This design comes from an exercise in tuning for small area, a short achievable clock period and few clock cycles on the open sky130 flow, not from production work. RTL that was checked went through simulation tests only; none was proved equivalent to the original. The RTL of runs 2 to 6 was laid out without a check of its function. No activity file was given, so power comes from the tool's default toggle rates.

==> config.mk <==
export PLATFORM = sky130hd
export DESIGN_NAME = MIPS
export DESIGN_NICKNAME = MIPS
export VERILOG_FILES = /design/flow/design.v
export SDC_FILE = /design/flow/constraint.sdc
export NUM_CORES = 4
export LEC_CHECK = 0
export CAP_MARGIN = 20
export CELL_PAD_IN_SITES_DETAIL_PLACEMENT = 0
export CELL_PAD_IN_SITES_GLOBAL_PLACEMENT = 1
export CORE_MARGIN = 2
export CORE_UTILIZATION = 60
export PLACE_DENSITY = 0.75
export SETUP_SLACK_MARGIN = 3.9
export SLEW_MARGIN = 20
==> constraint.sdc <==
create_clock -name core_clock -period 7.5 [get_ports {clk}]
set_input_delay 1.5000 -clock core_clock [delete_from_list [all_inputs] [get_ports {clk}]]
set_output_delay 1.5000 -clock core_clock [all_outputs]
set_load 0.01 [all_outputs]
==> design.v <==
`timescale 1ns / 1ps
module MIPS(
    input clk,
    input reset,
    input [31:0] memOutput,
    output [31:0] memDir,
    output [31:0] memDato,
    output mem_wd,
    output mem_rd
    );
  reg [31:0] fa;           
  reg [9:0]  fpc;          
  reg        mcyc;         
  reg        mlw;          
  reg [4:0]  mrt;          
  reg        wd_r;         
  reg [31:0] md;           
  reg [31:0] ir;           
  reg [9:0]  pcD;
  reg        vD, pD;       
  reg        vE;           
  reg [31:0] A, B, SD;     
  reg [9:0]  pcE;
  reg [9:0]  tgtE;         
  reg [4:0]  rsE, rtE, rdE;
  reg        eSkip1;
  reg        eR, eLw, eSw, eBeq, eBne, ePred, eSub, eBrt;
  reg [1:0]  eOp;          
  reg        eAdd;         
  reg [31:0] rf [0:31];
  reg [31:0] valid;
  assign memDir  = fa;
  assign memDato = md;
  assign mem_wd  = wd_r;
  assign mem_rd  = ~wd_r;
  wire [32:0] sum33 = {A, 1'b1} + {B, eSub};
  wire [31:0] sum   = sum33[32:1];
  reg  [31:0] logic_r;
  always @* begin
    case (eOp)
      2'd1: logic_r = A & B;
      2'd2: logic_r = A | B;
      2'd3: logic_r = ~(A | B);
      default: logic_r = 32'd0;
    endcase
  end
  wire [31:0] alu = (sum & {32{eAdd}}) | logic_r;
  wire eAct   = vE & ~mcyc;
  wire eq     = (A == B);
  wire eTaken = (eBeq & eq) | (eBne & ~eq);
  wire eKill  = eAct & (eBeq | eBne) & eTaken & ~ePred & eSkip1 & vD & ~pD;
  wire eRedir = eAct & (eBeq | eBne) & (eTaken ^ ePred) & ~eKill;
  wire eWr    = eAct & eR;
  wire eMem   = eAct & (eLw | eSw);
  wire [5:0] op    = ir[31:26];
  wire [4:0] rs    = ir[25:21];
  wire [4:0] rt    = ir[20:16];
  wire [4:0] rd    = ir[15:11];
  wire [5:0] funct = ir[5:0];
  wire dR   = (op == 6'h00);
  wire dLw  = (op == 6'h23);
  wire dSw  = (op == 6'h2B);
  wire dBeq = (op == 6'h04);
  wire dBne = (op == 6'h05);
  wire dSub = dR & (funct == 6'h22);
  wire dImm = dLw | dSw;
  reg [1:0] dOp;
  always @* begin
    dOp = 2'd0;
    if (dR)
      case (funct)
        6'h24: dOp = 2'd1;
        6'h25: dOp = 2'd2;
        6'h27: dOp = 2'd3;
        default: dOp = 2'd0;
      endcase
  end
  reg [31:0] selA, selB;   
  reg [4:0]  iniA, iniB;   
  reg [31:0] rfA, rfB;
  integer k;
  always @* begin
    rfA = {9'd0, iniA[4], 18'd0, iniA[3:0]};
    rfB = {9'd0, iniB[4], 18'd0, iniB[3:0]};
    for (k = 0; k < 32; k = k + 1) begin
      rfA = rfA | ({32{selA[k]}} & rf[k]);
      rfB = rfB | ({32{selB[k]}} & rf[k]);
    end
  end
  wire [31:0] srcA = (eWr && rdE == rs) ? alu : rfA;
  wire [31:0] srcB = (eWr && rdE == rt) ? alu : rfB;
  wire [31:0] immx = {{16{ir[15]}}, ir[15:0]};
  wire [31:0] nB   = dImm ? immx : (srcB ^ {32{dSub}});
  wire dAct   = vD & ~mcyc & ~eRedir;
  wire [9:0] dFall = pcD + 10'd1;
  wire [9:0] dTgt  = dFall + ir[9:0];
  wire [5:0] fop  = memOutput[31:26];
  wire fJ    = (fop == 6'h02);
  wire fBr   = (fop == 6'h04) | (fop == 6'h05);
  wire fSkip1 = (memOutput[15:0] == 16'd1);
  wire fPred = fJ | (fBr & memOutput[15]) | ((fop == 6'h05) & ~fSkip1);
  wire [9:0] fTgt = fJ ? memOutput[9:0] : fpc + 10'd1 + memOutput[9:0];
  wire [9:0] sidx = fa[11:2];
  wire hitE = vE & (sidx == pcE);
  wire hitD = vD & (sidx == pcD);
  wire        rfWe = (mcyc & mlw) | eWr;
  wire [4:0]  rfWa = mcyc ? mrt : rdE;
  wire [31:0] wOther = mcyc ? memOutput : logic_r;
  wire [31:0] rfWd   = (sum & {32{~mcyc & eAdd}}) | wOther;
  always @(posedge clk) begin
    if (rfWe) rf[rfWa] <= rfWd;
  end
  wire [31:0] wdec  = rfWe ? (32'd1 << rfWa) : 32'd0;
  wire [31:0] vNext = valid | wdec;
  always @(posedge clk or posedge reset) begin
    if (reset) valid <= 32'd0;
    else valid <= vNext;
  end
  function [4:0] ini(input [4:0] i, input v);
    ini = v ? 5'd0 : ((i < 5'd14) ? {1'b0, i[3:0]} : {(i == 5'd14), 4'd0});
  endfunction
  wire [4:0] nRs = mcyc ? rs : memOutput[25:21];
  wire [4:0] nRt = mcyc ? rt : memOutput[20:16];
  always @(posedge clk) begin
    selA <= (32'd1 << nRs) & vNext;
    selB <= (32'd1 << nRt) & vNext;
    iniA <= ini(nRs, vNext[nRs]);
    iniB <= ini(nRt, vNext[nRt]);
  end
  reg [9:0] fpcN;
  always @* begin
    if (mcyc) begin
      if (~mlw & hitE)      fpcN = pcE;
      else if (~mlw & hitD) fpcN = pcD;
      else                  fpcN = fpc;
    end
    else if (eRedir) fpcN = tgtE;
    else if (fPred)  fpcN = fTgt;
    else             fpcN = fpc + 10'd1;
  end
  always @(posedge clk or posedge reset) begin
    if (reset) begin
      fpc  <= 10'd0;
      fa[11:2] <= 10'd0;
      mcyc <= 1'b0;
      wd_r <= 1'b0;
      vD   <= 1'b0;
      vE   <= 1'b0;
    end else begin
      fpc <= fpcN;
      fa[11:2] <= eMem ? sum[11:2] : fpcN;
      if (mcyc) begin
        mcyc <= 1'b0;
        wd_r <= 1'b0;
        if (~mlw & hitE) vE <= 1'b0;
        if (~mlw & (hitE | hitD)) vD <= 1'b0;
      end else begin
        mcyc <= eMem;
        wd_r <= eMem & eSw;
        vE   <= dAct & ~eKill;
        vD   <= ~eRedir;
      end
    end
  end
  always @(posedge clk) begin
    fa[31:12] <= sum[31:12];
    fa[1:0]   <= sum[1:0];
    md        <= SD;
    if (mcyc) begin
      if (mlw) begin
        if (rsE == mrt) A <= memOutput;
        if (eBrt && rtE == mrt) B <= memOutput ^ {32{eSub}};
        if (rtE == mrt) SD <= memOutput;
      end
    end else begin
      if (eMem) begin
        mlw <= eLw;
        mrt <= rtE;
      end
      ir    <= memOutput;
      pcD   <= fpc;
      pD    <= fPred;
      A     <= srcA;
      B     <= nB;
      SD    <= srcB;
      pcE   <= pcD;
      tgtE  <= pD ? dFall : dTgt;
      rsE   <= rs;
      rtE   <= rt;
      rdE   <= rd;
      eR    <= dR;
      eLw   <= dLw;
      eSw   <= dSw;
      eBeq  <= dBeq;
      eBne  <= dBne;
      ePred <= pD;
      eSkip1 <= (ir[15:0] == 16'd1);
      eSub  <= dSub;
      eBrt  <= ~dImm;
      eOp   <= dOp;
      eAdd  <= (dOp == 2'd0);
    end
  end
endmodule
==> run.sh <==
#!/bin/bash
# synth_recipe.tcl (not shown) runs the flow's synth.tcl, then flattens the netlist and writes it again
# the make line also repeats each setting of config.mk as NAME=value (left out here)
make -C /OpenROAD-flow-scripts/flow DESIGN_CONFIG=/design/flow/config.mk WORK_HOME=/design/flow/orfs CLKGATE_MAP_FILE= SYNTH_SCRIPT=/design/flow/synth_recipe.tcl finish
==> results of run 1 <==
==> cell type report <==
| type | count | area (sq um) | share of cell area [%] |
|---|---|---|---|
| clock inverters | 62 | 633 | 0.898 |
| diodes | 10 | 25.0 | 0.0355 |
| multi-input cells | 2760 | 20600 | 29.2 |
| clock buffers | 198 | 3950 | 5.60 |
| flip-flops and latches | 1400 | 40600 | 57.6 |
| inverters | 134 | 508 | 0.721 |
| well taps | 1368 | 1710 | 2.43 |
| repair buffers | 274 | 2480 | 3.52 |
==> through the flow <==
step           hold WS, ns  area (sq um)  setup WS, ns  instances
3_3_place_gp         0.326         65000          2.36       5908
4_1_cts              0.338         69900          3.86       6178
6_report             0.336         70500          3.71       6206
3_5_place_dp         0.327         65000          2.37       5908
2_1_floorplan        0.323         61900          3.90       4579
5_1_grt              0.341         70500          3.83       6197
==> what timing repair did <==
item                                    4_1_cts  5_1_grt
endpoints found under the setup margin      541      589
setup buffers                                 6       16
hold buffers                                  0        0
pin swaps                                     4       13
cloned                                        4        2
gates resized for setup                      44       74
==> cells in the mapped netlist, types with 84 or more instances <==
master / instances / share of area [%]
o21ai_0: 173 / 1.4
xnor2_1: 91 / 1.3
a22oi_1: 564 / 6.8
clkbuf_1: 226 / 1.4
ha_1: 84 / 1.7
inv_1: 131 / 0.80
nor2_1: 169 / 1.0
nand3_1: 116 / 0.94
a221oi_1: 233 / 3.3
edfxtp_1: 1216 / 59
nand2_1: 191 / 1.2
a22o_1: 225 / 3.2
dfxtp_1: 128 / 4.1
nor3_1: 120 / 0.97
nand4_1: 163 / 1.6
a21oi_1: 100 / 0.81
==> logic make-up after synthesis <==
logic type	after synthesis	synth area share (%)
muxes	123	2.15
DFF	1400	65.5
adders and majority gates	87	1.80
buffers and inverters	425	2.83
xor gates and xnor gates	146	2.09
AOI/OAI and AO/OA	1498	18.4
and+or+nand+nor	900	7.32
==> where the power goes <==
part / switching, mW / leakage (nW) / internal [mW] / total (mW)
combinational: 5.74 / 8.80 / 2.47 / 8.21
sequential: 0.735 / 13.1 / 11.1 / 11.8
clock: 3.08 / 2.24 / 4.10 / 7.17
==> cell usage in the layout, fill, tap and decap left out, types with 11 or more instances in the layout <==
cell type           n
clkbuf_16         148
nand4_1           163
a211oi_1           28
nand2_1           190
nor2_1            135
a221oi_1          232
nor3_1            114
dfxtp_1            64
bufinv_16          12
o31ai_1            14
and3_1             18
buf_4             157
inv_1             129
dfxtp_2            64
o21a_1             13
nor4_1             36
nor2_4             33
clkinv_2           18
xnor2_1            89
clkbuf_1           43
edfxtp_1         1216
a22o_1            225
o21ai_1            11
mux2i_1            50
o21ai_0           159
ha_1               78
clkinv_1           22
a221o_1            11
a21o_1             23
dfrtp_1            54
xor2_1             53
a22oi_1           564
mux2_2             64
a21oi_1            89
nand3_1           111
clkdlybuf4s50_1    89
==> registers in the layout (all words and copies together), names as in the netlist, 10 cells and up <==
register / flops
B: 32
ir: 32
selA: 32
A: 32
fa: 32
valid: 32
rf: 1024
md: 32
pcD: 10
SD: 32
pcE: 10
fpc: 10
tgtE: 10
selB: 32
==> layer usage <==
layer	global-route usage (%)	vias to the layer above
met5	2.72	-
met1	61.4	24442
met4	35.6	34
met3	27.5	1877
met2	70.6	5930
li1	-	18964
==> worst max-delay path by stage <==
stage            startpoint  slack, ns  cells past startpoint         end
6_report            selB[2]       3.71                      8       B[23]
5_1_grt                A[2]       3.83                     11  rf[12][24]
4_1_cts        memOutput[4]       3.86                     11      fa[11]
3_5_place_dp   memOutput[1]       2.37                     10      fa[11]
3_3_place_gp   memOutput[1]       2.36                     10      fa[11]
2_1_floorplan          mcyc       3.90                      9     iniB[0]
==> worst max-delay path: cells and delay by family, from the launching register on <==
family | cells | cell delay [ns]
compound gates | 3 | 0.71
buf+inv | 1 | 0.49
flops | 1 | 0.66
mux | 1 | 0.24
simple gates | 3 | 1.37
==> impl_results.md, run 1 <==
- Layout cell share with drive strength beyond 1: 13.8%
- Total core area: 102000 sq um
- CP Cell Sequence: buf_4 > a221oi_1 > nand4_1 > nor3_1 > nand2_1 > o21ai_0 > mux2i_1 > a211oi_1
- Setup tns final: 0 ns
- Final worst-path cycle share: 50.5%
- Wire length of the first global-routing pass: 373 mm
- CTS max path bufs: 3
- Vias in the first global route: 47351
- Syn. warnings: 1
- Avg Inst Size Synth: 13.5 sq um
- Final core utilization: 69.1%
- Number of fill cells: 7252
- Critical Path Fanout Max: 19
- Min-delay src: SD[7]
- EDFF count, synth: 1216
- PD cells: 386 nW/um^2
- Final wirelength: 279 mm
- DR pass1 iterations: 14
- Post-Synthesis Net Count: 4700
- Met2 WL: 111 mm
- Yosys cell types: 96
- Clk Latency, worst-skew pair: 0.79 ns
- CTS Buf Count: 143
- FP Rows: 117
- DRT met1 WL: 86.8 mm
- Die height: 325 um
- Slew headroom: 2.46%
- Status: timing/DRC/antenna clean
- Final Max Tran Viols: 0
- Overall power: 27.2 mW
- Clk_skew: 0.0400 ns
- Fin. Hold Viols: 0
- Synth-to-Final Area Change: 14.0%
- Worst path slowest cell: nor3_1
- Cells after Synth: 4579
- Syn Std Cell Area: 61800 sq um
- Fraction of registers with async set/reset: 4.00%
- WL/cell: 44.9 um
- Port Buffer Count: 99
- Sequential share of the synthesized area: 65.5%
- Crit start category: flip-flop
- Crit end category: flip-flop
- Worst hold path type: flip-flop to flip-flop
- Gr usage total: 51.3%
- # DRC: 0
- Synth Flop Type: edfxtp_1
- CTS tree: built
- Pin count of the biggest net entering global routing: 133
- Total gr overflow: 0
- MaxCap Viol Count: 0
- IO Count: 100
- Max IR drop VDD: 0.244 mV
- Die Area: 106000 sq um
- CTS Root Cell: clkbuf_16
- FF-to-FF Start: selB[2]
- Critical Path AT: 4.29 ns
- Highest routed layer: met5
- Endpoint, Worst Hold: md[7]
- Die Width: 325 um
- Hpwl dp: 149 mm
- Drt via density: 8.26
- Reg2reg path depth: 8
- Min Tclk post-route: 3.79 ns
- Total clock sinks: 1400
- R2r setup slk: 3.71 ns
- Wire length on met3: 53.4 mm
- Slew @ Worst Pin: 1.45 ns
- Reg-to-reg endpoint: B[23]
- WS Path Type: flip-flop to flip-flop
- Initial Util: 60.6%
- GPL Wtd Cong: 0.948
- Yosys reg bits: 1400
- Initial antenna violation count: 14
- CP required: 8.00 ns
- ANT nets after route: 0
- Via count: 51247
- Leak: 24.2 nW
- H-tree depth reported by CTS: 4
- RSZ-0062 raised after global routing: true
- Final setup viols: 0
- Worst stage delay on the critical path: 1.06 ns
- Nets: 4834
- Hold Path Stages: 0
- 1st-iter DRT viols: 11494
- Worst-path clk slew: 0.06 ns
- Max Fclk: 264 MHz
Testbench counts, summed over its fixed seeds: cycles 56,325.
==> run 2: changes to the inputs <==
--- a/design.v
+++ b/design.v
@@ -34,6 +34,18 @@
   assign mem_wd  = wd_r;
   assign mem_rd  = ~wd_r;
-  wire [32:0] sum33 = {A, 1'b1} + {B, eSub};
-  wire [31:0] sum   = sum33[32:1];
+  wire [32:0] g0 = {A & B, eSub};
+  wire [32:0] p0 = {A ^ B, 1'b0};
+  wire [32:0] g1 = g0 | (p0 & {g0[31:0], 1'b0});
+  wire [32:0] p1 = p0 & {p0[31:0], 1'b0};
+  wire [32:0] g2 = g1 | (p1 & {g1[30:0], 2'b0});
+  wire [32:0] p2 = p1 & {p1[30:0], 2'b0};
+  wire [32:0] g3 = g2 | (p2 & {g2[28:0], 4'b0});
+  wire [32:0] p3 = p2 & {p2[28:0], 4'b0};
+  wire [32:0] g4 = g3 | (p3 & {g3[24:0], 8'b0});
+  wire [32:0] p4 = p3 & {p3[24:0], 8'b0};
+  wire [32:0] g5 = g4 | (p4 & {g4[16:0], 16'b0});
+  wire [32:0] p5 = p4 & {p4[16:0], 16'b0};
+  wire [32:0] g6 = g5 | (p5 & {g5[0:0], 32'b0});
+  wire [31:0] sum = p0[32:1] ^ g6[31:0];
   reg  [31:0] logic_r;
   always @* begin
@@ -120,11 +132,11 @@
     ini = v ? 5'd0 : ((i < 5'd14) ? {1'b0, i[3:0]} : {(i == 5'd14), 4'd0});
   endfunction
-  wire [4:0] nRs = mcyc ? rs : memOutput[25:21];
-  wire [4:0] nRt = mcyc ? rt : memOutput[20:16];
+  wire [4:0] mRs = memOutput[25:21];
+  wire [4:0] mRt = memOutput[20:16];
   always @(posedge clk) begin
-    selA <= (32'd1 << nRs) & vNext;
-    selB <= (32'd1 << nRt) & vNext;
-    iniA <= ini(nRs, vNext[nRs]);
-    iniB <= ini(nRt, vNext[nRt]);
+    selA <= mcyc ? ((32'd1 << rs) & vNext) : ((32'd1 << mRs) & vNext);
+    selB <= mcyc ? ((32'd1 << rt) & vNext) : ((32'd1 << mRt) & vNext);
+    iniA <= mcyc ? ini(rs, vNext[rs]) : ini(mRs, vNext[mRs]);
+    iniB <= mcyc ? ini(rt, vNext[rt]) : ini(mRt, vNext[mRt]);
   end
   reg [9:0] fpcN;
==> config.mk (replaced) <==
export PLATFORM = sky130hd
export DESIGN_NAME = MIPS
export DESIGN_NICKNAME = MIPS
export VERILOG_FILES = /design/flow/design.v
export SDC_FILE = /design/flow/constraint.sdc
export NUM_CORES = 4
export LEC_CHECK = 0
export CAP_MARGIN = 20
export CELL_PAD_IN_SITES_DETAIL_PLACEMENT = 1
export CELL_PAD_IN_SITES_GLOBAL_PLACEMENT = 2
export CORE_MARGIN = 2
export CORE_UTILIZATION = 32
export PLACE_DENSITY = 0.55
export SETUP_SLACK_MARGIN = 4.2
export SLEW_MARGIN = 20
==> run 2 against run 1 <==
Compared with the run above:
- now fails the layout checks on capacitance limit, slew limit
- die area is 86% higher
- synthesized area is 0.12% lower
- total power up 13%
- worst hold slack worse by 0.0026 ns
- via count grew 1.3%
==> impl_results.md, run 2 <==
- WL/cell: 47.3 um
- Biggest register: rf
- Slew @ Worst Pin: 1.53 ns
- Clk Latency, worst-skew pair: 0.84 ns
- Largest register FFs: 1024
- RSZ-0062 raised after global routing: true
- Layout Check Failures: capacitance limit, slew limit
- Commonest cells post-synth: 1216 x edfxtp_1, 627 x a22oi_1, 246 x clkbuf_1
- PD cells: 396 nW/um^2
- Fraction of power spent switching nets: 36.4%
- Worst stage delay on the critical path: 0.50 ns
- Die height: 443 um
- # DRC: 0
- EDFF count, synth: 1216
- Worst-path clk slew: 0.06 ns
- Syn. warnings: 1
- Total clock sinks: 1400
- Psw: 11.2 mW
- ANT nets after route: 0
- Setup tns final: 0 ns
- Dpl ws: 2.57 ns
- Setup ws final: 3.94 ns
- Initial antenna violation count: 24
- Commonest non-fill, non-tap cell in the layout: edfxtp_1
- Overall power: 30.7 mW
- Total gr overflow: 0
- Final wirelength: 361 mm
- WP buf/inv: 6
- Vias in the first global route: 49872
- Via count: 51900
- CTS Buf Count: 164
- GPL Wtd Cong: 0.864
- Die Width: 443 um
- Final setup viols: 0
- Comb pwr share: 34.3%
- Largest cells by area after synthesis: edfxtp_1 59%, a22oi_1 7.6%, dfxtp_1 4.1%, a221oi_1 2.8%, a22o_1 2.8%
- Max Fclk: 281 MHz
- Total core area: 192000 sq um
- CTS max path bufs: 3
- FP Rows: 161
- Cells after Synth: 4570
- Gr usage total: 34.9%
- Sequential share of the synthesized area: 65.5%
- Pin count of the biggest net entering global routing: 117
- Internal power: 19.5 mW
- Initial Util: 32.1%
- Final core utilization: 40.3%
- Worst path slowest cell: o21ai_0
- Leading area contributor after synthesis: edfxtp_1
- Most frequent cells in the layout: 1216 x edfxtp_1, 627 x a22oi_1, 308 x buf_4
- Die Area: 197000 sq um
- Min Tclk post-route: 3.56 ns
- Post-Synthesis Net Count: 4691
- Yosys cell types: 93
- MaxCap Viol Count: 1
- Syn Std Cell Area: 61800 sq um
- Layout cell share with drive strength beyond 1: 23.9%
- Critical Path Fanout Max: 4
- Crit end category: flip-flop
- Final Max Tran Viols: 14
- Final worst-path cycle share: 47.5%
- Fin Hold WS: 0.333 ns
- Hpwl dp: 197 mm
- Synth Flop Type: edfxtp_1
- CTS tree: built
- Critical Path AT: 4.10 ns
- CP required: 8.04 ns
- Number of fill cells: 19477
- Synth-to-Final Area Change: 25.4%
- CP Cell Sequence: buf_4 > buf_4 > ha_1 > a21o_1 > a21oi_4 > o31a_1 > buf_6 > o21ai_4 > buf_12 > buf_8 > buf_4 > a21oi_4 > and4_4 > nor3_4 > a31o_1 > o21ai_0
- Worst hold path type: flip-flop to flip-flop
- Fraction of registers with async set/reset: 4.00%
- Clk_skew: 0.0392 ns
- Status: failed layout checks
- Clock power frac: 27.1%
- Slew headroom: -1.81%
- Critical Path Most Common Cell: buf_4
- Yosys reg bits: 1400
- IO Count: 100
- Register share of total power: 38.5%
- Avg Inst Size Synth: 13.5 sq um
- DR pass1 iterations: 9
- Leak: 26.6 nW
- H-tree depth reported by CTS: 4
- Crit start category: flip-flop
- Port Buffer Count: 99
- Cell with the most instances after synthesis: edfxtp_1
- Nets: 5093
- CP top delay family: compound AO/OA/AOI/OAI gates
- Fin. Hold Viols: 0
- CTS Root Cell: clkbuf_16
- Drt via density: 6.79
- 1st-iter DRT viols: 8846
- WS Path Type: flip-flop to flip-flop
- Max IR drop VDD: 0.265 mV
- Yosys top cell area share: 59.1%
- Wire length of the first global-routing pass: 465 mm
-- run 2: cell type report --
type | count | area [sq um] | share of cell area (%)
diodes | 9 | 22.5 | 0.0291
clock buffers | 216 | 4610 | 5.95
clock inverters | 86 | 868 | 1.12
inverters | 139 | 552 | 0.712
multi-input cells | 2775 | 22900 | 29.6
flip-flops and latches | 1400 | 40600 | 52.4
well taps | 2526 | 3160 | 4.08
repair buffers | 489 | 4710 | 6.07
repair inverters | 3 | 33.8 | 0.0436
-- run 2: cell families (layout without fill, tap and decap cells) --
kind of cell / Yosys count / count (layout) / share of synthesized area (%)
simple gates: 889 / 894 / 7.17
fa+ha+maj: 87 / 87 / 1.80
xor+xnor: 156 / 156 / 2.21
other cells: 0 / 9 / 0
flops: 1400 / 1400 / 65.5
compound gates: 1471 / 1471 / 18.0
mux: 126 / 167 / 2.54
buf+inv: 441 / 933 / 2.72
-- run 2: stage by stage --
| stage | area, sq um | instances |
|---|---|---|
| 2_1_floorplan | 62100 | 4570 |
| 3_3_place_gp | 66700 | 7065 |
| 3_5_place_dp | 66800 | 7069 |
| 4_1_cts | 75500 | 7519 |
| 5_1_grt | 77500 | 7634 |
| 6_report | 77500 | 7643 |
-- run 2: metal layers --
layer / up-vias / wire length (um) / GRT usage [%]
met4: 14 / 22900 / 17.1
met5: - / 92 / 0
met1: 27087 / 137000 / 45.4
met2: 4153 / 156000 / 53.4
met3: 1099 / 45100 / 9.94
li1: 19547 / - / -
-- run 2: what timing repair did --
action | in CTS | in global routing
gates resized for setup | 401 | 207
pin swaps | 81 | 98
endpoints found under the setup margin | 1976 | 758
hold buffers | 0 | 0
buffers inserted | 112 | 90
gates cloned | 36 | 24
-- run 2: final timing paths --
check                           startpoint  endpoint  slack (ns)  cells after the start
worst max-delay path                  B[0]    SD[24]        3.94                     16
worst max register to register        B[0]    SD[24]        3.94                     16
min in group asynchronous            reset    fpc[1]        1.24                      3
worst min-delay path                SD[15]    md[15]        0.33                      0
worst min register to register      SD[15]    md[15]        0.33                      0
max in group asynchronous            reset      mcyc        5.54                      3
-- run 2: power by group through the flow --
stage	logic [mW]	registers, mW	clock network (mW)
finish	10.5	11.8	8.34
global route	10.9	11.9	8.66
CTS	9.14	11.8	8.38
detailed placement	7.48	12.0	0
global placement	7.40	12.0	0
floorplan	4.08	11.6	0
==> run 3: changes to the inputs <==
--- a/config.mk
+++ b/config.mk
@@ -10,6 +10,9 @@
 export CELL_PAD_IN_SITES_GLOBAL_PLACEMENT = 2
 export CORE_MARGIN = 2
-export CORE_UTILIZATION = 32
-export PLACE_DENSITY = 0.55
+export CORE_UTILIZATION = 45
+export CTS_BUF_LIST = sky130_fd_sc_hd__clkbuf_16
+export CTS_CLUSTER_DIAMETER = 70
+export CTS_CLUSTER_SIZE = 24
+export PLACE_DENSITY = 0.65
 export SETUP_SLACK_MARGIN = 4.2
 export SLEW_MARGIN = 20
==> run 3 against run 2 <==
Compared with the run above:
- the run now finishes clean
- synthesized cell count unchanged
- critical path type unchanged
- worst setup slack worse by 0.061 ns
- highest routed layer unchanged
- fmax down 1.7%
- design area down 4.9%
- wire length down 10%
- critical endpoint is now B[29]
- final cell count down 12%
- combinational power down 7%
- largest cell class unchanged
==> impl_results.md, run 3 <==
- Status: timing/DRC/antenna clean
- Via count: 51836
- Largest cells by area after synthesis: edfxtp_1 59%, a22oi_1 7.6%, dfxtp_1 4.1%, a221oi_1 2.8%, a22o_1 2.8%
- Syn. warnings: 1
- Setup tns final: 0 ns
- Vias in the first global route: 48700
- Sequential share of the synthesized area: 65.5%
- Most frequent cells in the layout: 1216 x edfxtp_1, 627 x a22oi_1, 271 x buf_4
- CTS tree: built
- Placed cell areas: 65700 sq um
- Worst-path clk slew: 0.10 ns
- Nets: 4964
- Layout cell share with drive strength beyond 1: 21.5%
- CTS max path bufs: 3
- Gr usage total: 44.3%
- Yosys reg bits: 1400
- Fin. Hold Viols: 0
- Crit end category: flip-flop
- Max IR drop VDD: 0.265 mV
- Max Fclk: 276 MHz
- Final Max Tran Viols: 0
- Port Buffer Count: 99
- Largest register FFs: 1024
- Pin count of the biggest net entering global routing: 78
- Commonest non-fill, non-tap cell in the layout: edfxtp_1
- Die height: 375 um
- Total clock sinks: 1400
- ANT nets after route: 0
- DR pass1 iterations: 6
- CP required: 8.08 ns
- RSZ-0062 raised after global routing: true
- WL/cell: 48.4 um
- Synth-to-Final Area Change: 19.3%
- CTS Root Cell: clkbuf_16
- Min Tclk post-route: 3.62 ns
- Die Width: 375 um
- Leading area contributor after synthesis: edfxtp_1
- IO Count: 100
- MaxCap Viol Count: 0
- Syn Std Cell Area: 61800 sq um
- EDFF count, synth: 1216
- Hold buffer count at CTS: 0
- Clk Latency, worst-skew pair: 0.79 ns
- CTS Buf Count: 100
- Die Area: 140000 sq um
- Final worst-path cycle share: 48.3%
- Yosys cell types: 93
- Initial Util: 45.5%
- Fraction of registers with async set/reset: 4.00%
- WS Path Type: flip-flop to flip-flop
- Final Instance Area: 73700 sq um
- FP Rows: 135
- # DRC: 0
- Synth Flop Type: edfxtp_1
- Total core area: 136000 sq um
- Worst hold path type: flip-flop to flip-flop
- Initial antenna violation count: 20
- Drt via density: 7.71
- Overall power: 27.8 mW
- PD cells: 377 nW/um^2
- Critical Path Fanout Max: 17
- Commonest cells post-synth: 1216 x edfxtp_1, 627 x a22oi_1, 246 x clkbuf_1
- Crit start category: flip-flop
- Worst stage delay on the critical path: 0.94 ns
- Post-Synthesis Net Count: 4691
- Cell with the most instances after synthesis: edfxtp_1
- Final wirelength: 325 mm
- Biggest register: rf
- Hpwl dp: 178 mm
- Slew @ Worst Pin: 1.33 ns
- CP Cell Sequence: buf_4 > buf_4 > a22o_1 > a221oi_1 > nand3_1 > nor4_1 > nand2_1 > and3_1 > a2111oi_2
- Worst path slowest cell: nor4_1
- Total gr overflow: 0
- Yosys top cell area share: 59.1%
- Final setup viols: 0
- Final core utilization: 54.2%
- Cells after Synth: 4570
- Leak: 25.2 nW
- GPL Wtd Cong: 0.912
- Avg Inst Size Synth: 13.5 sq um
- Clk_skew: 0.0521 ns
- H-tree depth reported by CTS: 3
- Slew headroom: 11.5%
- Critical Path Most Common Cell: buf_4
- Critical Path AT: 4.20 ns
- Wire length of the first global-routing pass: 424 mm
- 1st-iter DRT viols: 9949
## run 3: cell counts after synthesis
Identical to the previous run, type by type.
## run 3: final timing paths
path | start | endpoint | slack (ns) | cells after the start
setup / recovery | selB[14] | B[29] | 3.88 | 9
hold / removal | SD[3] | md[3] | 0.34 | 0
setup reg to reg | selB[14] | B[29] | 3.88 | 9
hold reg to reg | SD[3] | md[3] | 0.34 | 0
max in group asynchronous | reset | mcyc | 5.52 | 3
min in group asynchronous | reset | fpc[7] | 1.32 | 3
## run 3: metrics by stage
stage | instances | hold WS, ns | setup WS [ns]
final | 6719 | 0.342 | 3.88
after global routing | 6708 | 0.343 | 3.94
after CTS | 6590 | 0.347 | 4.02
after detailed placement | 6308 | 0.329 | 2.78
after global placement | 6306 | 0.324 | 2.74
after floorplan | 4570 | 0.323 | 3.85
## run 3: logic make-up (layout without fill, tap and decap cells)
| group | count (synthesis) | in the layout | synth area share [%] |
|---|---|---|---|
| AOI/OAI and AO/OA | 1471 | 1472 | 18.0 |
| DFF | 1400 | 1400 | 65.5 |
| muxes | 126 | 161 | 2.54 |
| and+or+nand+nor | 889 | 893 | 7.17 |
| other | 0 | 12 | 0 |
| adders and majority gates | 87 | 87 | 1.80 |
| buffers and inverters | 441 | 757 | 2.72 |
| xor gates and xnor gates | 156 | 156 | 2.21 |
## run 3: power breakdown
part / total [mW] / internal (mW) / switching, mW
combinational: 9.79 / 3.38 / 6.41
clock: 6.18 / 2.84 / 3.33
sequential: 11.8 / 11.0 / 0.819
total: 27.8 / 17.2 / 10.6
## run 3: layout make-up
| class | count | area [sq um] |
|---|---|---|
| multi-input cells | 2769 | 22600 |
| clock buffers | 102 | 2550 |
| repair inverters | 3 | 33.8 |
| flip-flops and latches | 1400 | 40600 |
| clock inverters | 83 | 1080 |
| fillers | 13058 | 62100 |
| diodes | 12 | 30.0 |
| repair buffers | 430 | 4030 |
| well taps | 1781 | 2230 |
| inverters | 139 | 552 |
## run 3: layer usage
metal	track usage [%]	part of all wire, %	vias up
li1	-	-	19225
met1	55.8	35	26248
met2	65.3	42	4868
met3	16.0	15	1475
met4	26.8	7.9	20
met5	0.206	0.050	-
## run 3: repair_timing
action / CTS / global route
gates cloned: 23 / 27
setup endpoints to repair: 1414 / 904
resized for setup: 298 / 219
setup buffers: 74 / 88
pin swaps: 45 / 82
## run 3: worst max-delay path: cells and delay by family, from the launching register on
| kind | cells | cell delay (ns) |
|---|---|---|
| AO/OA/AOI/OAI | 3 | 0.85 |
| buffers and inverters | 2 | 0.65 |
| flip-flops | 1 | 0.32 |
| AND/OR/NAND/NOR | 4 | 1.57 |
==> run 4: changes to the inputs <==
--- a/design.v
+++ b/design.v
@@ -23,5 +23,6 @@
   reg [9:0]  pcE;
   reg [9:0]  tgtE;         
-  reg [4:0]  rsE, rtE, rdE;
+  reg [4:0]  rdE;          
+  reg        fxA, fxB, fxS;  
   reg        eSkip1;
   reg        eR, eLw, eSw, eBeq, eBne, ePred, eSub, eBrt;
@@ -34,18 +35,6 @@
   assign mem_wd  = wd_r;
   assign mem_rd  = ~wd_r;
-  wire [32:0] g0 = {A & B, eSub};
-  wire [32:0] p0 = {A ^ B, 1'b0};
-  wire [32:0] g1 = g0 | (p0 & {g0[31:0], 1'b0});
-  wire [32:0] p1 = p0 & {p0[31:0], 1'b0};
-  wire [32:0] g2 = g1 | (p1 & {g1[30:0], 2'b0});
-  wire [32:0] p2 = p1 & {p1[30:0], 2'b0};
-  wire [32:0] g3 = g2 | (p2 & {g2[28:0], 4'b0});
-  wire [32:0] p3 = p2 & {p2[28:0], 4'b0};
-  wire [32:0] g4 = g3 | (p3 & {g3[24:0], 8'b0});
-  wire [32:0] p4 = p3 & {p3[24:0], 8'b0};
-  wire [32:0] g5 = g4 | (p4 & {g4[16:0], 16'b0});
-  wire [32:0] p5 = p4 & {p4[16:0], 16'b0};
-  wire [32:0] g6 = g5 | (p5 & {g5[0:0], 32'b0});
-  wire [31:0] sum = p0[32:1] ^ g6[31:0];
+  wire [32:0] sum33 = {A, 1'b1} + {B, eSub};
+  wire [31:0] sum   = sum33[32:1];
   reg  [31:0] logic_r;
   always @* begin
@@ -181,12 +170,12 @@
     if (mcyc) begin
       if (mlw) begin
-        if (rsE == mrt) A <= memOutput;
-        if (eBrt && rtE == mrt) B <= memOutput ^ {32{eSub}};
-        if (rtE == mrt) SD <= memOutput;
+        if (fxA) A <= memOutput;
+        if (fxB) B <= memOutput ^ {32{eSub}};
+        if (fxS) SD <= memOutput;
       end
     end else begin
       if (eMem) begin
         mlw <= eLw;
-        mrt <= rtE;
+        mrt <= rdE;
       end
       ir    <= memOutput;
@@ -198,7 +187,8 @@
       pcE   <= pcD;
       tgtE  <= pD ? dFall : dTgt;
-      rsE   <= rs;
-      rtE   <= rt;
-      rdE   <= rd;
+      rdE   <= dLw ? rt : rd;
+      fxA   <= eLw & (rdE == rs);
+      fxB   <= eLw & (rdE == rt) & ~dImm;
+      fxS   <= eLw & (rdE == rt);
       eR    <= dR;
       eLw   <= dLw;
--- a/config.mk
+++ b/config.mk
@@ -12,6 +12,6 @@
 export CORE_UTILIZATION = 45
 export CTS_BUF_LIST = sky130_fd_sc_hd__clkbuf_16
-export CTS_CLUSTER_DIAMETER = 70
-export CTS_CLUSTER_SIZE = 24
+export CTS_CLUSTER_DIAMETER = 80
+export CTS_CLUSTER_SIZE = 28
 export PLACE_DENSITY = 0.65
 export SETUP_SLACK_MARGIN = 4.2
==> run 4 against run 3 <==
Compared with the run above:
- count of clock-buffer cells in the layout shrank 17
- critical path depth is 5 lower
- largest cell class unchanged
- non-clock buffer count increased by 31
- now fails the layout checks on capacitance limit, slew limit
- combinational power rose by 2%
==> impl_results.md, run 4 <==
- Final wirelength: 325 mm
- Clk_skew: 0.0590 ns
- Commonest cells post-synth: 1208 x edfxtp_1, 454 x a22oi_1, 284 x a22o_1
- Min Tclk post-route: 3.66 ns
- Final worst-path cycle share: 48.8%
- Hpwl dp: 178 mm
- H-tree depth reported by CTS: 3
- Leak: 24.8 nW
- Final core utilization: 53.8%
- Largest register FFs: 1024
- CTS Root Cell: clkbuf_16
- Hold buffer count at CTS: 0
- Synth Flop Type: edfxtp_1
- Wire length of the first global-routing pass: 424 mm
- Die height: 373 um
- WL/cell: 48.9 um
- XOR/XNOR Fraction of Synth Area: 1.93%
- Worst hold path type: flip-flop to flip-flop
- Final setup viols: 0
- Crit end category: flip-flop
- Sequential share of the synthesized area: 65.6%
- FP Rows: 135
- Clk Latency, worst-skew pair: 0.77 ns
- Drt via density: 7.74
- Avg Inst Size Synth: 13.6 sq um
- PD cells: 372 nW/um^2
- Largest cells by area after synthesis: edfxtp_1 59%, a22oi_1 5.6%, dfxtp_1 4.2%, a22o_1 4.1%, a221oi_1 4.0%
- Cells after Synth: 4518
- Fin. Hold Viols: 0
- Worst path slowest cell: clkdlybuf4s50_1
- WP buf/inv: 1
- CP top delay family: buffers and inverters
- Yosys top cell area share: 59.1%
- Final Max Tran Viols: 26
- Max IR drop VDD: 0.303 mV
- WS Path Type: input port to flip-flop
- CTS tree: built
- Commonest non-fill, non-tap cell in the layout: edfxtp_1
- Yosys reg bits: 1392
- Status: failed layout checks
- Via count: 51468
- CP Cell Sequence: clkdlybuf4s50_1 > nor3_1 > a21oi_1 > nor3_1
- Worst stage delay on the critical path: 1.67 ns
- Slew @ Worst Pin: 1.78 ns
- Total clock sinks: 1392
- Port Buffer Count: 99
- Crit start category: input port
- Layout cell share with drive strength beyond 1: 21.7%
- Setup tns final: 0 ns
- Max Fclk: 273 MHz
- Syn. warnings: 1
- DR pass1 iterations: 7
- Vias in the first global route: 48627
- EDFF count, synth: 1208
- Nets: 4907
- Critical Path Fanout Max: 14
- Adder-cell share of the synthesized area: 1.81%
- CP required: 8.10 ns
- Synth-to-Final Area Change: 18.8%
- IO Count: 100
- Yosys cell types: 84
- Critical Path Most Common Cell: nor3_1
- Cell with the most instances after synthesis: edfxtp_1
- Biggest register: rf
- Critical Path AT: 4.26 ns
- Post-synthesis mux area share: 2.74%
- Layout Check Failures: capacitance limit, slew limit
- Fraction of registers with async set/reset: 4.02%
- Total gr overflow: 0
- Initial Util: 45.3%
- Die Area: 139000 sq um
- CTS max path bufs: 3
- 1st-iter DRT viols: 9586
- Die Width: 373 um
- GPL Wtd Cong: 0.894
- ANT nets after route: 0
- Gr usage total: 44.5%
- # DRC: 0
- CTS Buf Count: 82
- Main combinational cell family by area after synthesis: compound AO/OA/AOI/OAI gates
- MaxCap Viol Count: 2
- Most frequent cells in the layout: 1208 x edfxtp_1, 453 x a22oi_1, 286 x buf_4
- Synth Area in Compound Gates: 18.3%
- Total core area: 135000 sq um
- Post-Synthesis Net Count: 4639
- Worst-path clk slew: 0.11 ns
- RSZ-0062 raised after global routing: true
- Syn Std Cell Area: 61400 sq um
- Leading area contributor after synthesis: edfxtp_1
- Slew headroom: -18.8%
- Initial antenna violation count: 22
- Pin count of the biggest net entering global routing: 77
- Synth Area in Simple Gates: 6.98%
[run 4: cell types whose count changed in the layout (fill, tap and decap cells not counted), sizes merged, moves of 25 or more]
| cell | before | now |
|---|---|---|
| xnor2 | 105 | 78 |
| a221oi | 200 | 283 |
| nor4 | 60 | 18 |
| nand4 | 165 | 191 |
| a22oi | 627 | 454 |
| o21ai | 162 | 187 |
| buf | 324 | 351 |
| nor3 | 108 | 154 |
| nand3 | 130 | 61 |
| a22o | 194 | 284 |
[run 4: kinds of logic (layout without fill, tap and decap cells)]
kind of cell | count (synthesis) | count (layout)
muxes | 135 | 155
adders and majority gates | 87 | 87
buffers and inverters | 428 | 735
other | 0 | 14
DFF | 1392 | 1392
and+or+nand+nor | 868 | 872
AOI/OAI and AO/OA | 1473 | 1475
xor gates and xnor gates | 135 | 135
[run 4: worst paths after layout]
check / start / endpoint / slack (ns) / cells after the start
setup / recovery: memOutput[18] / selB[19] / 3.84 / 4
hold / removal: SD[20] / md[20] / 0.34 / 0
setup reg to reg: B[25] / fa[9] / 3.97 / 14
hold reg to reg: SD[20] / md[20] / 0.34 / 0
max in group asynchronous: reset / mcyc / 5.53 / 3
min in group asynchronous: reset / fpc[2] / 1.32 / 3
[run 4: what timing repair did]
| action | CTS | global route |
|---|---|---|
| resized for setup | 312 | 231 |
| gates cloned | 20 | 20 |
| buffers inserted | 108 | 80 |
| setup endpoints to repair | 1270 | 782 |
| pin swaps | 73 | 105 |
[run 4: through the flow]
stage	power [mW]	cells	cell area [sq um]	worst slack, ns	hold WS [ns]
2_1_floorplan	15.6	4518	61900	4.01	0.323
3_3_place_gp	19.1	6252	65400	2.06	0.324
3_5_place_dp	19.2	6254	65400	2.12	0.329
4_1_cts	25.6	6531	70900	4.03	0.338
5_1_grt	27.7	6632	72900	3.86	0.335
6_report	27.1	6646	72900	3.84	0.340
[run 4: routing by layer]
layer | global-route usage, % | part of all wire, % | routed length, um
met1 | 56.2 | 35 | 114000
met2 | 65.7 | 43 | 138000
met3 | 15.8 | 15 | 47600
met4 | 27.0 | 7.5 | 24500
met5 | 0 | 0.068 | 221
[run 4: area by class of cell]
cell class                      count  area (sq um)
Multi-Input combinational cell   2724         22400
Clock buffer                       85          2130
Tap cell                         1781          2230
Sequential cell                  1392         40300
Fill cell                       13003         62500
Inverter                          125           489
Clock inverter                     64           805
Timing Repair Buffer              461          4480
Antenna cell                       14          35.0
[run 4: power by group]
| part | switching, mW | leakage, nW | internal (mW) |
|---|---|---|---|
| sequential | 0.786 | 13.1 | 10.9 |
| clock | 3.13 | 1.44 | 2.33 |
| combinational | 6.47 | 10.3 | 3.49 |
| total | 10.4 | 24.8 | 16.7 |
==> run 5: changes to the inputs <==
--- a/config.mk
+++ b/config.mk
@@ -10,9 +10,6 @@
 export CELL_PAD_IN_SITES_GLOBAL_PLACEMENT = 2
 export CORE_MARGIN = 2
-export CORE_UTILIZATION = 45
-export CTS_BUF_LIST = sky130_fd_sc_hd__clkbuf_16
-export CTS_CLUSTER_DIAMETER = 80
-export CTS_CLUSTER_SIZE = 28
-export PLACE_DENSITY = 0.65
+export CORE_UTILIZATION = 32
+export PLACE_DENSITY = 0.55
 export SETUP_SLACK_MARGIN = 4.2
 export SLEW_MARGIN = 20
==> run 5 against run 4 <==
Compared with the run above:
- now clean on timing, DRC and antenna
- register-to-register slack worse by 0.02 ns
- clock skew down 0.011 ns
- total power is 11% higher
- count of clock-buffer cells in the layout is 122 higher
- global-route usage decreased by 9.6 points
- wire length grew 10%
- via count up 0.42%
- final cell count rose by 13%
- utilization down 14 points
- worst hold slack barely moved
- critical path type is now flip-flop to flip-flop
- largest cell class unchanged
==> impl_results.md, run 5 <==
- Sequential share of the synthesized area: 65.6%
- WS Path Type: flip-flop to flip-flop
- Critical Path Most Common Cell: buf_12
- CTS max path bufs: 3
- R2r setup slk: 3.95 ns
- Crit start category: flip-flop
- Gr usage total: 34.9%
- Setup tns final: 0 ns
- Avg Inst Size Synth: 13.6 sq um
- Worst Setup SP: eSub
- Yosys reg bits: 1392
- Worst hold path type: flip-flop to flip-flop
- Leak: 26.0 nW
- Fraction of registers with async set/reset: 4.02%
- Vias in the first global route: 49019
- Slew @ Worst Pin: 1.30 ns
- Leading area contributor after synthesis: edfxtp_1
- Die Area: 195000 sq um
- Register share of total power: 39.1%
- Pin count of the biggest net entering global routing: 101
- Commonest non-fill, non-tap cell in the layout: edfxtp_1
- Worst-path clk slew: 0.06 ns
- Clk Latency, worst-skew pair: 0.86 ns
- Total core area: 190000 sq um
- Internal power: 19.0 mW
- Cells after Synth: 4518
- CTS Buf Count: 161
- Slew headroom: 13.4%
- Inst Count DP: 7012
- Port Buffer Count: 99
- CTS Root Cell: clkbuf_16
- Hpwl dp: 198 mm
- Layout cell share with drive strength beyond 1: 22.8%
- CP endpoint: rf[23][29]
- Nets: 4989
- Cell with the most instances after synthesis: edfxtp_1
- Max IR drop VDD: 0.257 mV
- RSZ-0062 raised after global routing: true
- Reg2reg path depth: 11
- Total gr overflow: 0
- Reg-to-reg endpoint: rf[23][29]
- Via count: 51683
- PD cells: 394 nW/um^2
- Post-Synthesis Net Count: 4639
- DR pass1 iterations: 8
- Crit end category: flip-flop
- Fraction of power spent switching nets: 36.5%
- Total clock sinks: 1392
- Layout Cells excl Fill: 7525
- CP required: 8.06 ns
- Status: timing/DRC/antenna clean
- CP Cell Sequence: buf_12 > fa_2 > a211oi_4 > o21ai_4 > o2111ai_4 > nand4_1 > a41oi_2 > xnor2_2 > a221o_2 > buf_12 > mux2_4
- Syn Std Cell Area: 61400 sq um
- Final setup viols: 0
- Most frequent cells in the layout: 1208 x edfxtp_1, 453 x a22oi_1, 284 x a22o_1
- Drt via density: 6.87
- Psw: 11.0 mW
- Yosys cell types: 84
- WL/cell: 47.7 um
- Final Max Tran Viols: 0
- Yosys top cell area share: 59.1%
- Die height: 442 um
- H-tree depth reported by CTS: 4
- Die Width: 442 um
- Critical Path AT: 4.11 ns
- Final wirelength: 359 mm
- Placed cell areas: 66500 sq um
- Max Fclk: 282 MHz
- Synth-to-Final Area Change: 24.0%
- Comb pwr share: 33.6%
- Largest register FFs: 1024
- Clk_skew: 0.0480 ns
- Initial antenna violation count: 21
- Worst stage delay on the critical path: 0.42 ns
- IO Count: 100
- Largest cells by area after synthesis: edfxtp_1 59%, a22oi_1 5.6%, dfxtp_1 4.2%, a22o_1 4.1%, a221oi_1 4.0%
- Wire length of the first global-routing pass: 461 mm
- Syn. warnings: 1
- Final Instance Area: 76100 sq um
- Synth Flop Type: edfxtp_1
- MaxCap Viol Count: 0
- Number of fill cells: 19260
- ANT nets after route: 0
- Min-delay src: SD[1]
- GPL Wtd Cong: 0.865
- Min Tclk post-route: 3.55 ns
- Critical Path Fanout Max: 8
- Biggest register: rf
- Clock power frac: 27.3%
- CTS tree: built
- EDFF count, synth: 1208
- Commonest cells post-synth: 1208 x edfxtp_1, 454 x a22oi_1, 284 x a22o_1
- FF-to-FF Start: eSub
- Final worst-path cycle share: 47.3%
- FP Rows: 160
- Fin. Hold Viols: 0
- Worst path slowest cell: edfxtp_1
- # DRC: 0
- Initial Util: 32.2%
- 1st-iter DRT viols: 9000
run 5: cell counts after synthesis:
Identical to the previous run, type by type.
run 5: layer usage:
metal	vias to the layer above	wire length, um	GRT usage [%]
met2	4234	156000	52.8
met5	-	296	0
met4	8	22300	17.9
met3	1073	44100	10.9
li1	19286	-	-
met1	27082	137000	44.8
run 5: worst min path at each step:
stage | endpoint | depth (start not counted)
2_1_floorplan | md[0] | 0
3_3_place_gp | md[6] | 0
3_5_place_dp | md[14] | 0
4_1_cts | md[13] | 0
5_1_grt | md[2] | 0
6_report | md[1] | 0
run 5: stage by stage:
| stage | total power, mW | util, % | hold slack [ns] | setup slack (ns) |
|---|---|---|---|---|
| floorplan | 15.6 | - | 0.323 | 4.01 |
| detailed placement | 19.5 | 34.9 | 0.328 | 2.45 |
| global placement | 19.4 | 34.9 | 0.324 | 2.41 |
| CTS | 28.7 | 39.0 | 0.342 | 3.98 |
| finish | 30.0 | 40.0 | 0.340 | 3.95 |
| global route | 30.8 | 40.0 | 0.351 | 3.90 |
run 5: power by group through the flow:
stage / Combinational [mW] / Sequential (mW) / Clock, mW
global placement: 7.54 / 11.9 / 0
finish: 10.1 / 11.7 / 8.19
global route: 10.5 / 11.8 / 8.52
floorplan: 4.12 / 11.5 / 0
CTS: 8.77 / 11.7 / 8.24
detailed placement: 7.58 / 11.9 / 0
run 5: logic make-up after synthesis:
logic type	share of synthesized area, %
AOI/OAI and AO/OA	18.3
DFF	65.6
and+or+nand+nor	6.98
buffers and inverters	2.65
xor gates and xnor gates	1.93
muxes	2.74
adders and majority gates	1.81
run 5: final cells by class:
cell class	count	area [sq um]	share of cell area, %
multi-input cells	2737	22500	29.5
well taps	2511	3140	4.13
clock buffers	207	4450	5.85
diodes	14	35.0	0.0460
repair inverters	2	22.5	0.0296
repair buffers	449	4270	5.61
flip-flops and latches	1392	40300	53.0
clock inverters	88	902	1.19
inverters	125	499	0.656
run 5: worst max-delay path, delay by kind of cell, from the launching register on:
kind	cells	cell delay, ns
AOI/OAI and AO/OA	5	1.42
DFF	1	0.42
adders and majority gates	1	0.37
muxes	1	0.35
buffers and inverters	2	0.32
and+or+nand+nor	1	0.27
xor gates and xnor gates	1	0.11
run 5: what timing repair did:
action | in CTS | in global routing
buffers inserted | 82 | 72
setup endpoints to repair | 1231 | 825
gates cloned | 25 | 24
pin swaps | 62 | 51
hold buffers | 0 | 0
gates resized for setup | 346 | 206
==> run 6: changes to the inputs <==
==> config.mk (replaced) <==
export PLATFORM = sky130hd
export DESIGN_NAME = MIPS
export DESIGN_NICKNAME = MIPS
export VERILOG_FILES = /design/flow/design.v
export SDC_FILE = /design/flow/constraint.sdc
export NUM_CORES = 4
export LEC_CHECK = 0
export CAP_MARGIN = 20
export CELL_PAD_IN_SITES_DETAIL_PLACEMENT = 0
export CELL_PAD_IN_SITES_GLOBAL_PLACEMENT = 1
export CORE_MARGIN = 2
export CORE_UTILIZATION = 60
export PLACE_DENSITY = 0.75
export SETUP_SLACK_MARGIN = 4.2
export SLEW_MARGIN = 20
==> run 6 against run 5 <==
Compared with the run above:
- still clean on timing, DRC and antenna
- worst hold slack lost 0.0022 ns
- critical path depth shrank 2
- combinational power shrank 13%
- design area shrank 4.7%
- utilization grew 31 points
- critical path type unchanged
- synthesized cell count is the same
- worst setup slack lost 0.016 ns
==> impl_results.md, run 6 <==
- Status: timing/DRC/antenna clean
- CTS Buf Count: 145
- Cells after Synth: 4518
- Largest cells by area after synthesis: edfxtp_1 59%, a22oi_1 5.6%, dfxtp_1 4.2%, a22o_1 4.1%, a221oi_1 4.0%
- CTS tree: built
- Wire length of the first global-routing pass: 377 mm
- H-tree depth reported by CTS: 4
- WS Path Type: flip-flop to flip-flop
- Commonest cells post-synth: 1208 x edfxtp_1, 454 x a22oi_1, 284 x a22o_1
- IO Count: 100
- Slew @ Worst Pin: 1.33 ns
- ANT nets after route: 0
- Critical Path AT: 4.03 ns
- Crit start category: flip-flop
- Overall power: 28.0 mW
- CTS max path bufs: 3
- Final worst-path cycle share: 47.5%
- Sequential share of the synthesized area: 65.6%
- Final Max Tran Viols: 0
- Yosys top cell area share: 59.1%
- Most frequent cells in the layout: 1208 x edfxtp_1, 453 x a22oi_1, 284 x a22o_1
- Fin. Hold Viols: 0
- Final setup viols: 0
- Leak: 24.9 nW
- Max Fclk: 280 MHz
- Critical Path Fanout Max: 20
- Final wirelength: 284 mm
- Port Buffer Count: 99
- Die Area: 105000 sq um
- # DRC: 0
- Worst-path clk slew: 0.06 ns
- MaxCap Viol Count: 0
- CTS Root Cell: clkbuf_16
- Drt via density: 8.41
- Hold buffer count at CTS: 0
- Leading area contributor after synthesis: edfxtp_1
- Yosys reg bits: 1392
- CP required: 7.96 ns
- Clk_skew: 0.0433 ns
- Min Tclk post-route: 3.57 ns
- Multi-input gate area: 21800 sq um
- Layout cell share with drive strength beyond 1: 19.7%
- 1st-iter DRT viols: 12550
- Synth Area in Compound Gates: 18.3%
- PD cells: 386 nW/um^2
- Crit end category: flip-flop
- Avg Inst Size Synth: 13.6 sq um
- Setup tns final: 0 ns
- Total gr overflow: 0
- Biggest register: rf
- FP Rows: 117
- Reg area: 40300 sq um
- Nets: 4852
- XOR/XNOR Fraction of Synth Area: 1.93%
- Main combinational cell family by area after synthesis: compound AO/OA/AOI/OAI gates
- Die Width: 324 um
- Synth Flop Type: edfxtp_1
- Syn. warnings: 1
- Cell with the most instances after synthesis: edfxtp_1
- Gr usage total: 53.0%
- Adder-cell share of the synthesized area: 1.81%
- Syn Std Cell Area: 61400 sq um
- Fraction of registers with async set/reset: 4.02%
- Synth-to-Final Area Change: 18.2%
- Worst hold path type: flip-flop to flip-flop
- Max IR drop VDD: 0.317 mV
- Largest register FFs: 1024
- Via count: 52435
- Synth Area in Simple Gates: 6.98%
- Hpwl dp: 152 mm
- DR pass1 iterations: 11
- Commonest non-fill, non-tap cell in the layout: edfxtp_1
- Slew headroom: 10.8%
- EDFF count, synth: 1208
- GPL Wtd Cong: 0.975
- Total core area: 102000 sq um
- Initial Util: 60.4%
- Total clock sinks: 1392
- Yosys cell types: 84
- Clk Latency, worst-skew pair: 0.79 ns
- Initial antenna violation count: 22
- Post-Synthesis Net Count: 4639
- Pin count of the biggest net entering global routing: 154
- Number of fill cells: 7031
- RSZ-0062 raised after global routing: true
- Post-synthesis mux area share: 2.74%
- Vias in the first global route: 47705
- WL/cell: 45.6 um
- Die height: 324 um
run 6: cell counts after synthesis:
No cell type changed its count.
run 6: cell type report:
class                   instances  area share (%)
well taps                    1368            2.36
clock buffers                 193            5.61
multi-input cells            2719            30.1
diodes                         21          0.0724
repair buffers                348            4.42
flip-flops and latches       1392            55.6
clock inverters                72            1.21
inverters                     125           0.669
run 6: through the flow:
| step | setup WS [ns] | utilization, % | hold slack, ns | cells | cell area (sq um) |
|---|---|---|---|---|---|
| after floorplan | 4.01 | - | 0.323 | 4518 | 61900 |
| after global placement | 2.22 | 63.6 | 0.325 | 5815 | 64600 |
| after detailed placement | 2.26 | 63.6 | 0.327 | 5815 | 64600 |
| after CTS | 4.01 | 70.1 | 0.338 | 6138 | 71200 |
| after global routing | 3.93 | 71.4 | 0.341 | 6218 | 72500 |
| final | 3.93 | 71.4 | 0.338 | 6238 | 72600 |
run 6: path summary, 6_finish.rpt:
| check | start | to | slack, ns | cells after the start |
|---|---|---|---|---|
| min reg2reg | SD[12] | md[12] | 0.34 | 0 |
| min in group asynchronous | reset | fa[7] | 1.30 | 3 |
| max | selB[13] | B[27] | 3.93 | 9 |
| max in group asynchronous | reset | mcyc | 5.60 | 3 |
| min | SD[12] | md[12] | 0.34 | 0 |
| max reg2reg | selB[13] | B[27] | 3.93 | 9 |
run 6: kinds of logic (layout without fill, tap and decap cells):
family                     after synthesis  after routing
AOI/OAI and AO/OA                     1473           1474
adders and majority gates               87             87
xor gates and xnor gates               135            135
other                                    0             21
muxes                                  135            152
DFF                                   1392           1392
buffers and inverters                  428            738
and+or+nand+nor                        868            871
run 6: where the power goes:
part           internal (mW)  switching (mW)  leakage [nW]
clock                   4.39            3.19          2.40
combinational           2.93            5.84          9.43
sequential              10.9           0.756          13.1
total                   18.2            9.79          24.9
run 6: timing repair:
action	in CTS	in global routing
endpoints found under the setup margin	1164	919
gates cloned	16	10
resized for setup	231	169
setup buffers	42	69
pin swaps	38	71
run 6: routing by layer:
metal,wire (um),up-vias,global-route usage (%)
met4,28200,24,36.7
met1,88300,25047,64.1
met5,673,-,1.67
li1,-,18976,-
met3,56200,2048,29.5
met2,111000,6340,71.6
run 6: critical path, cell delays in order, from the launching register on:
cell and delay (ns):
dfxtp_2 0.66, buf_4 0.47, a22o_1 0.28, a221oi_1 0.33, nand4_1 0.17, nor3_2 0.66
nand2_1 0.15, o21ai_2 0.11, mux2i_1 0.24, a211oi_2 0.10

## separate check: timing with driven ports
Ports are ideal in the flow. The routed layouts listed here were re-timed in OpenROAD. Step 1: set_driving_cell puts a clkbuf_16 on clk and a buf_2 on each other input, an assumption about the parent block. Step 2, shift: input delay + t, output delay - t, t = (earliest + latest rising clock arrival at the registers) / 2. This alone moves slack from input paths to output paths. Slacks: ideal ports / drivers / drivers and shift; pairs: ideal ports / drivers.
| run | t, ns | setup WS [ns] | hold WS [ns] | worst setup path at the end |
|---|---|---|---|---|
| run 1 | 0.841 | 3.711 / 3.711 / 3.101 | 0.336 / 0.336 / 0.336 | input to register |
| run 2 | 0.908 | 3.938 / 3.938 / 3.203 | 0.333 / 0.333 / 0.333 | input to register |
| run 3 | 0.843 | 3.877 / 3.877 / 3.380 | 0.342 / 0.342 / 0.342 | input to register |
| run 4 | 0.825 | 3.842 / 3.897 / 3.073 | 0.340 / 0.340 / 0.340 | input to register |
| run 5 | 0.922 | 3.950 / 3.950 / 3.175 | 0.340 / 0.340 / 0.340 | input to register |
| run 6 | 0.843 | 3.935 / 3.935 / 3.266 | 0.338 / 0.338 / 0.338 | input to register |
For run 5, which loses most, drivers alone change the setup slack by 0.000 ns; drivers and shift together by -0.775 ns.
